Background: an optimization exercise with open tools, aiming at small area and a short achievable clock period. Do not read the settings as production practice.
Only simulation tests tie the RTL to the original design; equivalence was not proved.
Power and IR drop assume default switching activity.

== job 101 ==
==> flow/design.v <==
module mavg_pre_u #(parameter W = 20) (
	input  [W-1:0] a,
	input  [W-1:0] b,
	output [W-1:0] u
);
	assign u = ~(a ^ b);
endmodule
module mavg_pre_v #(parameter W = 20) (
	input  [W-1:0] a,
	input  [W-1:0] b,
	output [W-1:0] v
);
	assign v = a & ~b;
endmodule
module mavg_merge_s #(parameter W = 20) (
	input  [W-1:0] u,
	input  [W-1:0] c,
	output [W-1:0] sn
);
	assign sn = ~(u ^ c);
endmodule
module mavg_merge_k #(parameter W = 20) (
	input  [W-1:0] u,
	input  [W-1:0] v,
	input  [W-1:0] c,
	output [W-1:0] kn
);
	assign kn = {~(v[W-2:0] | (u[W-2:0] & c[W-2:0])), 1'b0};
endmodule
module mavg_prop #(parameter W = 20) (
	input  [W-1:0] sn,
	input  [W-1:0] kn,
	output [W-1:0] p
);
	assign p = sn ^ kn;
endmodule
module mavg_tprop #(parameter W = 20) (
	input  [W-1:0] sn,
	input  [W-1:0] kn,
	output [W-1:0] t
);
	assign t = ~(sn & kn);
endmodule
module mavg_gen #(parameter W = 20) (
	input  [W-1:0] sn,
	input  [W-1:0] kn,
	output [W-1:0] g
);
	assign g = ~(sn | kn);
endmodule
module mavg_ks #(parameter W = 20, parameter L = 1) (
	input  [W-1:0] gi,
	input  [W-1:0] pi,
	output [W-1:0] go,
	output [W-1:0] po
);
	localparam D = 1 << (L - 1);
	localparam IN_INV = ((L - 1) % 2) == 1;
	genvar j;
	generate
		for (j = 0; j < W; j = j + 1) begin : b
			if (j < D) begin : pass
				assign go[j] = gi[j];
				assign po[j] = pi[j];
			end else begin : op
				localparam K = j - D;
				localparam K_INV = (K < D) ? (K == 1 || (K >= 4 && K < 8) || K >= 16) : IN_INV;
				wire gk_t = K_INV ? ~gi[K] : gi[K];
				if (!IN_INV) begin : t2i
					assign go[j] = ~(gi[j] | (pi[j] & gk_t));
					assign po[j] = ~(pi[j] & pi[K]);
				end else begin : i2t
					assign go[j] = ~(gi[j] & (pi[j] | ~gk_t));
					assign po[j] = ~(pi[j] | pi[K]);
				end
			end
		end
	endgenerate
endmodule
module mavg_sum_n #(parameter W = 20) (
	input  [W-1:0] p,
	input  [W-1:0] c,
	output [W-1:0] sn
);
	assign sn[0] = ~p[0];
	genvar j;
	generate
		for (j = 1; j < W; j = j + 1) begin : b
			if (j - 1 == 1 || (j - 1 >= 4 && j - 1 < 8) || j - 1 >= 16) begin : cinv
				assign sn[j] = p[j] ^ c[j-1];
			end else begin : ctrue
				assign sn[j] = ~(p[j] ^ c[j-1]);
			end
		end
	endgenerate
endmodule
module mavg_hold #(parameter W = 20) (
	input  [W-1:0] an,
	input  [W-1:0] bn,
	input          en,
	output [W-1:0] y
);
	assign y = ~(en ? an : bn);
endmodule
module moving_avg_filter #(
	parameter WIDTH = 16,
	parameter N     = 16
)(
	input                         clk,
	input                         rst_n,
	input                         in_valid,
	input      signed [WIDTH-1:0] in_sample,
	output reg                    out_valid,
	output     signed [WIDTH-1:0] out_sample
);
	localparam SHIFT = 4;
	localparam W = WIDTH + SHIFT;
	reg [WIDTH-1:0] window [0:N-2];
	reg [WIDTH-1:0] oldest;   
	reg [SHIFT-1:0] count;    
	reg             full;     
	reg [W-1:0]     sum;
	wire fills = full | (&count);   
	wire [W-1:0] b = {{SHIFT{oldest[WIDTH-1]}}, oldest};
	wire [W-1:0] c = {{SHIFT{in_sample[WIDTH-1]}}, in_sample};
	wire [W-1:0] next_sum_n, sum_n;
	wire [W-1:0] t0;
	wire [W-1:0] u, v, sn, kn, g0, p0, gn1, pn1, g2, p2, gn3, pn3, g4, p4, gn5, pn5, next_sum;
	mavg_pre_u             u_pru (.a(sum), .b(b), .u(u));
	mavg_pre_v             u_prv (.a(sum), .b(b), .v(v));
	mavg_merge_s           u_mgs (.u(u), .c(c), .sn(sn));
	mavg_merge_k           u_mgk (.u(u), .v(v), .c(c), .kn(kn));
	mavg_prop              u_prp (.sn(sn), .kn(kn), .p(p0));
	mavg_gen               u_gen (.sn(sn), .kn(kn), .g(g0));
	mavg_tprop             u_tpr (.sn(sn), .kn(kn), .t(t0));
	mavg_ks      #(.L(1))  u_ks1 (.gi(g0),  .pi(t0),  .go(gn1), .po(pn1));
	mavg_ks      #(.L(2))  u_ks2 (.gi(gn1), .pi(pn1), .go(g2),  .po(p2));
	mavg_ks      #(.L(3))  u_ks3 (.gi(g2),  .pi(p2),  .go(gn3), .po(pn3));
	mavg_ks      #(.L(4))  u_ks4 (.gi(gn3), .pi(pn3), .go(g4),  .po(p4));
	mavg_ks      #(.L(5))  u_ks5 (.gi(g4),  .pi(p4),  .go(gn5), .po(pn5));
	mavg_sum_n             u_sum (.p(p0), .c(gn5), .sn(next_sum_n));
	mavg_hold              u_hld (.an(next_sum_n), .bn(sum_n), .en(sum_en), .y(next_sum));
	assign sum_n = ~(sum & {W{rst_n}});
	wire   sum_en = in_valid & rst_n;
	integer i;
	always @(posedge clk) begin
		sum <= next_sum;
		if (!rst_n)
			oldest <= {WIDTH{1'b0}};
		else if (in_valid)
			oldest <= fills ? window[N-2] : {WIDTH{1'b0}};
		if (in_valid) begin
			window[0] <= in_sample;
			for (i = 1; i < N-1; i = i + 1)
				window[i] <= window[i-1];
		end
	end
	always @(posedge clk or negedge rst_n) begin
		if (!rst_n) begin
			count     <= {SHIFT{1'b0}};
			full      <= 1'b0;
			out_valid <= 1'b0;
		end else begin
			out_valid <= 1'b0;
			if (in_valid) begin
				count     <= count + 1'b1;
				if (&count) full <= 1'b1;
				out_valid <= fills;
			end
		end
	end
	assign out_sample = sum[W-1:SHIFT];
endmodule
module moving_avg_top #(
    parameter FILTER_TYPE =  0,     
    parameter WIDTH       = 16,
    parameter N           = 16,
    parameter SHIFT       =  4,
    parameter DO_ROUND    =  0,
    parameter K           =  3
)(
    input                     clk,
    input                     rst_n,
    input                     in_valid,
    input  signed [WIDTH-1:0] in_sample,
    output                    out_valid,
    output signed [WIDTH-1:0] out_sample
);
    wire                     out_valid_w;
    wire signed [WIDTH-1:0]  out_sample_w;
    generate
        if (FILTER_TYPE == 0) begin : gen_win_buffer
            moving_avg_filter #(
                .WIDTH (WIDTH),
                .N     (N)
            ) u_filter (
                .clk        (clk),
                .rst_n      (rst_n),
                .in_valid   (in_valid),
                .in_sample  (in_sample),
                .out_valid  (out_valid_w),
                .out_sample (out_sample_w)
            );
        end else begin : gen_default
            moving_avg_filter #(
                .WIDTH (WIDTH),
                .N     (N)
            ) u_filter (
                .clk        (clk),
                .rst_n      (rst_n),
                .in_valid   (in_valid),
                .in_sample  (in_sample),
                .out_valid  (out_valid_w),
                .out_sample (out_sample_w)
            );
        end
    endgenerate
    assign out_valid  = out_valid_w;
    assign out_sample = out_sample_w;
endmodule
Settings: LEC_CHECK=0, CAP_MARGIN=20, CORE_MARGIN=2, CORE_UTILIZATION=40, CTS_BUF_LIST=sky130_fd_sc_hd__clkbuf_16, CTS_CLUSTER_DIAMETER=100, CTS_CLUSTER_SIZE=24, SETUP_SLACK_MARGIN=2.2, SLEW_MARGIN=20, SYNTH_HIERARCHICAL=1; clock period 4.8 ns.
standard.sh (not shown) runs the stock make flow with config.mk's settings and CLKGATE_MAP_FILE= SYNTH_SCRIPT=/design/flow/synth_recipe.tcl, a recipe that flattens the netlist after the stock synthesis.
==> flow/flow/run.sh <==
#!/bin/bash
# The standard layout (standard.sh, unchanged synthesis), except that the
# port buffers that global placement inserts are plain buf_2 cells instead of
# the delay buffers buffer_ports picks by default.
set -euo pipefail
export BUFFER_PORTS_ARGS="-buffer_cell sky130_fd_sc_hd__buf_2"
bash standard.sh > flow_make.log 2>&1
No stage failed in job 101, and the final checks on the layout all came back clean.
Setup changes, job 101 to job 102
diff --git a/flow/design.v b/flow/design.v
--- a/flow/design.v
+++ b/flow/design.v
@@ -74,36 +74,39 @@
 					assign po[j] = ~(pi[j] | pi[K]);
 				end
 			end
 		end
 	endgenerate
 endmodule
-module mavg_sum_n #(parameter W = 20) (
+module mavg_presel #(parameter W = 20) (
 	input  [W-1:0] p,
+	input  [W-1:0] hn,
+	input          en,
+	output [W-1:0] a1,
+	output [W-1:0] a0
+);
+	assign a1 = en ? p : hn;
+	assign a0 = en ? ~p : hn;
+endmodule
+module mavg_final #(parameter W = 20) (
+	input  [W-1:0] a1,
+	input  [W-1:0] a0,
 	input  [W-1:0] c,
-	output [W-1:0] sn
-);
-	assign sn[0] = ~p[0];
+	output [W-1:0] y
+);
+	assign y[0] = ~a0[0];
 	genvar j;
 	generate
 		for (j = 1; j < W; j = j + 1) begin : b
 			if (j - 1 == 1 || (j - 1 >= 4 && j - 1 < 8) || j - 1 >= 16) begin : cinv
-				assign sn[j] = p[j] ^ c[j-1];
+				assign y[j] = ~(c[j-1] ? a0[j] : a1[j]);
 			end else begin : ctrue
-				assign sn[j] = ~(p[j] ^ c[j-1]);
+				assign y[j] = ~(c[j-1] ? a1[j] : a0[j]);
 			end
 		end
 	endgenerate
-endmodule
-module mavg_hold #(parameter W = 20) (
-	input  [W-1:0] an,
-	input  [W-1:0] bn,
-	input          en,
-	output [W-1:0] y
-);
-	assign y = ~(en ? an : bn);
 endmodule
 module moving_avg_filter #(
 	parameter WIDTH = 16,
 	parameter N     = 16
 )(
 	input                         clk,
@@ -120,13 +123,13 @@
 	reg [SHIFT-1:0] count;    
 	reg             full;     
 	reg [W-1:0]     sum;
 	wire fills = full | (&count);   
 	wire [W-1:0] b = {{SHIFT{oldest[WIDTH-1]}}, oldest};
 	wire [W-1:0] c = {{SHIFT{in_sample[WIDTH-1]}}, in_sample};
-	wire [W-1:0] next_sum_n, sum_n;
+	wire [W-1:0] sel1, sel0, sum_n;
 	wire [W-1:0] t0;
 	wire [W-1:0] u, v, sn, kn, g0, p0, gn1, pn1, g2, p2, gn3, pn3, g4, p4, gn5, pn5, next_sum;
 	mavg_pre_u             u_pru (.a(sum), .b(b), .u(u));
 	mavg_pre_v             u_prv (.a(sum), .b(b), .v(v));
 	mavg_merge_s           u_mgs (.u(u), .c(c), .sn(sn));
 	mavg_merge_k           u_mgk (.u(u), .v(v), .c(c), .kn(kn));
@@ -135,14 +138,14 @@
 	mavg_tprop             u_tpr (.sn(sn), .kn(kn), .t(t0));
 	mavg_ks      #(.L(1))  u_ks1 (.gi(g0),  .pi(t0),  .go(gn1), .po(pn1));
 	mavg_ks      #(.L(2))  u_ks2 (.gi(gn1), .pi(pn1), .go(g2),  .po(p2));
 	mavg_ks      #(.L(3))  u_ks3 (.gi(g2),  .pi(p2),  .go(gn3), .po(pn3));
 	mavg_ks      #(.L(4))  u_ks4 (.gi(gn3), .pi(pn3), .go(g4),  .po(p4));
 	mavg_ks      #(.L(5))  u_ks5 (.gi(g4),  .pi(p4),  .go(gn5), .po(pn5));
-	mavg_sum_n             u_sum (.p(p0), .c(gn5), .sn(next_sum_n));
-	mavg_hold              u_hld (.an(next_sum_n), .bn(sum_n), .en(sum_en), .y(next_sum));
+	mavg_presel            u_psl (.p(p0), .hn(sum_n), .en(sum_en), .a1(sel1), .a0(sel0));
+	mavg_final             u_fin (.a1(sel1), .a0(sel0), .c(gn5), .y(next_sum));
 	assign sum_n = ~(sum & {W{rst_n}});
 	wire   sum_en = in_valid & rst_n;
 	integer i;
 	always @(posedge clk) begin
 		sum <= next_sum;
 		if (!rst_n)
[summary]
- Job 102 reports a higher count of filler cells inserted in the layout than job 101 does.
- Lower part of the total power dissipated in combinational logic goes to job 101 over job 102.
- Sort job 102 and job 101 by post-route core utilization desc -> top: job 102
- Finished layout cell area ended up 2.2% higher on job 102 than on job 101.
- Job 102 has more setup slack than job 101.
- | final net count | job 102 vs job 101 | 59 higher |
- Timing-limited maximum frequency ends up higher on job 102.
- Looking at clock period minus final worst setup slack, job 102 sits 53 ps below job 101.
- Summary of job 102 over job 101: maximum vdd ir drop up about 3%; critical path depth moved down.
- Summary — total via count in the routed design, job 102 relative to job 101: higher, by about 4.6%.
- Per the comparison of job 102 with job 101, first-pass iteration count of the detailed router saw an increase; fraction of the cycle the final worst path needs went down 1.1 points.
- According to the power report, total power for job 102 is higher than for job 101.


Setup of old:
Starts from the design.v that is shown in full above.
clock: 4.8 ns
lec_check: 0
cap_margin: 20
core_margin: 2
core_utilization: 40
cts_buf_list: sky130_fd_sc_hd__clkbuf_16
cts_cluster_diameter: 100
cts_cluster_size: 24
setup_slack_margin: 2.8
slew_margin: 20
synth_hierarchical: 1
Scripts as last shown in full above: flow/flow/run.sh
--- input diff old..new ---
-- flow/design.v --
<<< old, line 78
	endgenerate
endmodule
module mavg_sum_n #(parameter W = 20) (
	input  [W-1:0] p,
	input  [W-1:0] c,
	output [W-1:0] sn
);
	assign sn[0] = ~p[0];
	genvar j;
	generate
		for (j = 1; j < W; j = j + 1) begin : b
			if (j - 1 == 1 || (j - 1 >= 4 && j - 1 < 8) || j - 1 >= 16) begin : cinv
				assign sn[j] = p[j] ^ c[j-1];
			end else begin : ctrue
				assign sn[j] = ~(p[j] ^ c[j-1]);
			end
		end
	endgenerate
endmodule
module mavg_hold #(parameter W = 20) (
	input  [W-1:0] an,
	input  [W-1:0] bn,
	input          en,
	output [W-1:0] y
);
	assign y = ~(en ? an : bn);
endmodule
module moving_avg_filter #(
>>> new, line 78
	endgenerate
endmodule
module mavg_presel #(parameter W = 20) (
	input  [W-1:0] p,
	input  [W-1:0] hn,
	input          en,
	output [W-1:0] a1,
	output [W-1:0] a0
);
	assign a1 = en ? p : hn;
	assign a0 = en ? ~p : hn;
endmodule
module mavg_final #(parameter W = 20) (
	input  [W-1:0] a1,
	input  [W-1:0] a0,
	input  [W-1:0] c,
	output [W-1:0] y
);
	assign y[0] = ~a0[0];
	genvar j;
	generate
		for (j = 1; j < W; j = j + 1) begin : b
			if (j - 1 == 1 || (j - 1 >= 4 && j - 1 < 8) || j - 1 >= 16) begin : cinv
				assign y[j] = ~(c[j-1] ? a0[j] : a1[j]);
			end else begin : ctrue
				assign y[j] = ~(c[j-1] ? a1[j] : a0[j]);
			end
		end
	endgenerate
endmodule
module moving_avg_filter #(
<<< old, line 124
	wire [W-1:0] b = {{SHIFT{oldest[WIDTH-1]}}, oldest};
	wire [W-1:0] c = {{SHIFT{in_sample[WIDTH-1]}}, in_sample};
	wire [W-1:0] next_sum_n, sum_n;
	wire [W-1:0] t0;
	wire [W-1:0] u, v, sn, kn, g0, p0, gn1, pn1, g2, p2, gn3, pn3, g4, p4, gn5, pn5, next_sum;
>>> new, line 127
	wire [W-1:0] b = {{SHIFT{oldest[WIDTH-1]}}, oldest};
	wire [W-1:0] c = {{SHIFT{in_sample[WIDTH-1]}}, in_sample};
	wire [W-1:0] sel1, sel0, sum_n;
	wire [W-1:0] t0;
	wire [W-1:0] u, v, sn, kn, g0, p0, gn1, pn1, g2, p2, gn3, pn3, g4, p4, gn5, pn5, next_sum;
<<< old, line 139
	mavg_ks      #(.L(4))  u_ks4 (.gi(gn3), .pi(pn3), .go(g4),  .po(p4));
	mavg_ks      #(.L(5))  u_ks5 (.gi(g4),  .pi(p4),  .go(gn5), .po(pn5));
	mavg_sum_n             u_sum (.p(p0), .c(gn5), .sn(next_sum_n));
	mavg_hold              u_hld (.an(next_sum_n), .bn(sum_n), .en(sum_en), .y(next_sum));
	assign sum_n = ~(sum & {W{rst_n}});
	wire   sum_en = in_valid & rst_n;
>>> new, line 142
	mavg_ks      #(.L(4))  u_ks4 (.gi(gn3), .pi(pn3), .go(g4),  .po(p4));
	mavg_ks      #(.L(5))  u_ks5 (.gi(g4),  .pi(p4),  .go(gn5), .po(pn5));
	mavg_presel            u_psl (.p(p0), .hn(sum_n), .en(sum_en), .a1(sel1), .a0(sel0));
	mavg_final             u_fin (.a1(sel1), .a0(sel0), .c(gn5), .y(next_sum));
	assign sum_n = ~(sum & {W{rst_n}});
	wire   sum_en = in_valid & rst_n;
## What came out
- Looking at critical-path cell with the highest stage delay, the sky130_fd_sc_hd__dfxtp_2 result is from new; the sky130_fd_sc_hd__dfxtp_4 one comes from old.
- new: minimum setup slack in the final design 0.047 ns above old
- Fmax: new > old
- Net count after synthesis delta for new relative to old: 61 higher
- Compared to old, new leaves more free space in the core.
- Share of total power in combinational logic was higher in new than in old.
- new: total track usage 0.19 points below old

-- separate check: timing with driven ports --
The flow's constraints put no driver on any port. The routed layouts listed below were extracted and timed again, unchanged, in two steps. Step 1: set_driving_cell puts a clkbuf_16 on clk and a buf_2 on each other input, an assumption about the parent block. Step 2 times the ports against the registers' clock, not the clock port: input delays grow and output delays shrink by t, the midpoint of the rising clock arrivals with the driver on. a / b / c = ideal / step 1 / step 2; a / b = the first two.
run | shift t [ns] | setup slack, ns | latest minus earliest clock arrival (ns) | worst register clock-pin slew, ns | pins driven straight from the clock port
job 101 | 0.520 | 2.464 / 2.464 / 1.972 | 0.010 / 0.009 | 0.09 / 0.09 | 1
job 102 | 0.530 | 2.518 / 2.515 / 1.984 | 0.019 / 0.019 | 0.10 / 0.10 | 1
old | 0.538 | 2.731 / 2.686 / 2.239 | 0.023 / 0.022 | 0.10 / 0.10 | 1
new | 0.530 | 2.777 / 2.730 / 2.291 | 0.027 / 0.027 | 0.10 / 0.10 | 1
After both steps every run listed still meets setup and hold. The setup slack of job 102, which loses most, moves by -0.003 ns with the drivers and by -0.534 ns with both steps.
